Source: an optimization exercise on an open RTL-to-GDS flow (aim: small area, a short achievable clock period and few clock cycles). Production flows keep margins and buffers that such runs may drop.
Where RTL was checked, it was by simulation tests only, not by an equivalence proof against the original.
Power is estimated from default activity; no workload was simulated.

Setup of JK:
==> flow/design.v <==
`timescale 1ns / 1ps
module powlib_xbar_top(clk,rst,wrdatas,wraddrs,wrvlds,wrrdys,rddatas,rdaddrs,rdvlds,rdrdys);
  localparam                       B_WRS = 4;
  localparam                       B_RDS = 3;
  localparam                       B_AW  = 2;
  localparam                       B_DW  = 8;
  input     wire                   clk;
  input     wire                   rst;
  input     wire [B_WRS*B_DW-1:0]  wrdatas;
  input     wire [B_WRS*B_AW-1:0]  wraddrs;
  input     wire [B_WRS-1:0]       wrvlds;
  output    wire [B_WRS-1:0]       wrrdys;
  output    wire [B_RDS*B_DW-1:0]  rddatas;
  output    wire [B_RDS*B_AW-1:0]  rdaddrs;
  output    wire [B_RDS-1:0]       rdvlds;
  input     wire [B_RDS-1:0]       rdrdys;
  reg  [B_RDS-1:0]      vld_q;            
  reg  [B_RDS*B_DW-1:0] dat_q;            
  reg                   a0_q;             
  localparam            B_NP = B_WRS*(B_WRS-1)/2;
  reg  [B_NP-1:0]       pri_q;            
  wire [B_WRS-1:0]      dec [0:B_RDS-1];  
  wire [B_WRS-1:0]      req [0:B_RDS-1];  
  wire [B_WRS-1:0]      tk  [0:B_RDS-1];  
  wire [B_WRS-1:0]      blk [0:B_RDS-1];  
  wire [B_RDS-1:0]      acc;              
  wire [B_RDS-1:0]      hold;             
  wire [B_WRS*B_WRS-1:0] pri;
  genvar i, j, k;
  for (k=0; k<B_WRS; k=k+1) begin : g_pk
    for (i=0; i<B_WRS; i=i+1) begin : g_pi
      if (k==i) begin : g_eq
        assign pri[k*B_WRS+i] = 1'b0;
      end else if (k<i) begin : g_lt
        assign pri[k*B_WRS+i] = pri_q[(k*(2*B_WRS-1-k))/2+i-k-1];
      end else begin : g_gt
        assign pri[k*B_WRS+i] = ~pri_q[(i*(2*B_WRS-1-i))/2+k-i-1];
      end
    end
  end
  always @(posedge clk) begin : p_pri
    integer pk, pi;
    for (pk=0; pk<B_WRS; pk=pk+1)
      for (pi=pk+1; pi<B_WRS; pi=pi+1)
        if (rst)
          pri_q[(pk*(2*B_WRS-1-pk))/2+pi-pk-1] <= 1'b1;
        else
          pri_q[(pk*(2*B_WRS-1-pk))/2+pi-pk-1] <= pri[((pk+B_WRS-1)%B_WRS)*B_WRS+((pi+B_WRS-1)%B_WRS)];
  end
  for (i=0; i<B_WRS; i=i+1) begin : g_wr
    wire [1:0] a = wraddrs[i*B_AW+:B_AW];
    assign dec[0][i] =  a[1] &  a[0];
    assign dec[1][i] =  a[1] & ~a[0];
    assign dec[2][i] = ~a[1];
    assign req[0][i] = wrvlds[i] & dec[0][i];
    assign req[1][i] = wrvlds[i] & dec[1][i];
    assign req[2][i] = wrvlds[i] & dec[2][i];
    assign wrrdys[i] = (dec[0][i] & acc[0] & ~blk[0][i]) |
                       (dec[1][i] & acc[1] & ~blk[1][i]) |
                       (dec[2][i] & acc[2] & ~blk[2][i]);
  end
  for (j=0; j<B_RDS; j=j+1) begin : g_rd
    for (i=0; i<B_WRS; i=i+1) begin : g_blk
      wire [B_WRS-1:0] b;
      for (k=0; k<B_WRS; k=k+1) begin : g_b
        assign b[k] = req[j][k] & pri[k*B_WRS+i];
      end
      assign blk[j][i] = |b;
      assign tk[j][i]  = req[j][i] & ~blk[j][i] & acc[j];
    end
    assign acc[j]  = ~vld_q[j] | rdrdys[j];
    assign hold[j] = ~acc[j];
    wire [B_DW-1:0] d = ({B_DW{tk[j][0]}} & wrdatas[0*B_DW+:B_DW]) |
                        ({B_DW{tk[j][1]}} & wrdatas[1*B_DW+:B_DW]) |
                        ({B_DW{tk[j][2]}} & wrdatas[2*B_DW+:B_DW]) |
                        ({B_DW{tk[j][3]}} & wrdatas[3*B_DW+:B_DW]) |
                        ({B_DW{hold[j]}}  & dat_q[j*B_DW+:B_DW]);
    always @(posedge clk) begin
      if (rst)
        vld_q[j] <= 1'b0;
      else
        vld_q[j] <= hold[j] | (|req[j]);
      dat_q[j*B_DW+:B_DW] <= d;
    end
    assign rddatas[j*B_DW+:B_DW] = dat_q[j*B_DW+:B_DW];
    assign rdvlds[j]             = vld_q[j];
  end
  always @(posedge clk) begin
    a0_q <= (tk[2][0] & wraddrs[0]) | (tk[2][1] & wraddrs[2]) |
            (tk[2][2] & wraddrs[4]) | (tk[2][3] & wraddrs[6]) | (hold[2] & a0_q);
  end
  assign rdaddrs = {1'b0, a0_q, 2'b10, 2'b11};
endmodule
==> flow/config.mk <==
export PLATFORM = sky130hd
export DESIGN_NAME = powlib_xbar_top
export DESIGN_NICKNAME = powlib_xbar_top
export VERILOG_FILES = /design/flow/design.v
export SDC_FILE = /design/flow/constraint.sdc
export NUM_CORES = 4
export LEC_CHECK = 0
export CAP_MARGIN = 20
export CORE_MARGIN = 2
export CORE_UTILIZATION = 40
export SETUP_SLACK_MARGIN = 1.0
export SLEW_MARGIN = 20
==> flow/constraint.sdc <==
create_clock -name core_clock -period 3.6 [get_ports {clk}]
set_input_delay 0.7200 -clock core_clock [delete_from_list [all_inputs] [get_ports {clk}]]
set_output_delay 0.7200 -clock core_clock [all_outputs]
set_load 0.01 [all_outputs]
standard.sh (not shown) runs the stock make flow with config.mk's settings and CLKGATE_MAP_FILE= SYNTH_SCRIPT=/design/flow/synth_recipe.tcl, a recipe that flattens the netlist after the stock synthesis.
==> flow/flow/run.sh <==
#!/bin/bash
# Standard layout, except that the port buffers are the smallest plain
# buffer (the resizer upsizes the ones on critical paths) instead of the
# delay buffer buffer_ports picks by default.
set -euo pipefail
export BUFFER_PORTS_ARGS="-buffer_cell sky130_fd_sc_hd__buf_1"
bash standard.sh > standard.log 2>&1
Input changes introduced in MS (baseline for comparison: JK):
--- a/flow/design.v
+++ b/flow/design.v
@@ -16,10 +16,9 @@
   input     wire [B_RDS-1:0]       rdrdys;
   reg  [B_RDS-1:0]      vld_q;            
   reg  [B_RDS*B_DW-1:0] dat_q;            
   reg                   a0_q;             
-  localparam            B_NP = B_WRS*(B_WRS-1)/2;
-  reg  [B_NP-1:0]       pri_q;            
+  reg  [1:0]            top_q;            
   wire [B_WRS-1:0]      dec [0:B_RDS-1];  
   wire [B_WRS-1:0]      req [0:B_RDS-1];  
   wire [B_WRS-1:0]      tk  [0:B_RDS-1];  
   wire [B_WRS-1:0]      blk [0:B_RDS-1];  
@@ -28,25 +27,10 @@
   wire [B_WRS*B_WRS-1:0] pri;
   genvar i, j, k;
   for (k=0; k<B_WRS; k=k+1) begin : g_pk
     for (i=0; i<B_WRS; i=i+1) begin : g_pi
-      if (k==i) begin : g_eq
-        assign pri[k*B_WRS+i] = 1'b0;
-      end else if (k<i) begin : g_lt
-        assign pri[k*B_WRS+i] = pri_q[(k*(2*B_WRS-1-k))/2+i-k-1];
-      end else begin : g_gt
-        assign pri[k*B_WRS+i] = ~pri_q[(i*(2*B_WRS-1-i))/2+k-i-1];
-      end
+      assign pri[k*B_WRS+i] = (k!=i) && (((top_q-i-1)&2'd3) <= ((k-i-1)&3));
     end
-  end
-  always @(posedge clk) begin : p_pri
-    integer pk, pi;
-    for (pk=0; pk<B_WRS; pk=pk+1)
-      for (pi=pk+1; pi<B_WRS; pi=pi+1)
-        if (rst)
-          pri_q[(pk*(2*B_WRS-1-pk))/2+pi-pk-1] <= 1'b1;
-        else
-          pri_q[(pk*(2*B_WRS-1-pk))/2+pi-pk-1] <= pri[((pk+B_WRS-1)%B_WRS)*B_WRS+((pi+B_WRS-1)%B_WRS)];
   end
   for (i=0; i<B_WRS; i=i+1) begin : g_wr
     wire [1:0] a = wraddrs[i*B_AW+:B_AW];
     assign dec[0][i] =  a[1] &  a[0];
@@ -85,8 +69,12 @@
     assign rddatas[j*B_DW+:B_DW] = dat_q[j*B_DW+:B_DW];
     assign rdvlds[j]             = vld_q[j];
   end
   always @(posedge clk) begin
+    if (rst)
+      top_q <= 2'd0;
+    else
+      top_q <= top_q + 2'd1;
     a0_q <= (tk[2][0] & wraddrs[0]) | (tk[2][1] & wraddrs[2]) |
             (tk[2][2] & wraddrs[4]) | (tk[2][3] & wraddrs[6]) | (hold[2] & a0_q);
   end
   assign rdaddrs = {1'b0, a0_q, 2'b10, 2'b11};
## What came out
The flow did not stop early for MS: all stages ran, and the layout cleared the timing, DRC and antenna checks.
Changes observed in MS relative to JK: fraction of the core area covered by cells at the end of the flow rose by 2.3 points; critical path arrival stayed essentially flat; power per cell area rose by 44 nW/µm²; sequential share of layout area stayed essentially flat; worst hold path stage count stayed essentially flat.
MS against JK: total power after layout rose by 1.5%, minimum clock period fell by 4.9 ps, actual transition at the worst max-transition pin rose by 14 ps.
Testbench counts of MS, summed over its fixed seeds: cycles 4,878.
The RTL of JK was laid out without a check of its function.

==> what the ideal ports hide <==
The results above use ideal ports. As a check the final layouts listed here were re-extracted and re-timed, cells and wires unchanged.
Step 1: set_driving_cell puts a clkbuf_16 on clk and a buf_2 on each other input, an assumption about the parent block.
Step 2 adds t to the input delays and takes it off the output delays; t is the mean of the earliest and latest rising clock arrival at the registers after step 1. Input paths then give back, and output paths get back, about the clock's delay inside the block.
a / b / c = no drivers / after step 1 / after step 2; a / b = the first two.
run	shift t [ns]	slack for setup (ns)	hold slack, ns	worst setup path after step 2	latest minus earliest clock arrival (ns)
JK	0.322	0.971 / 0.947 / 0.947	0.500 / 0.500 / 0.500	input to output	0.013 / 0.013
MS	0.309	0.976 / 0.948 / 0.969	0.461 / 0.461 / 0.461	input to output	0.012 / 0.012
After both steps setup and hold are still met in every run listed. For JK, which loses most, drivers alone change the setup slack by -0.024 ns; drivers and shift together by -0.024 ns.
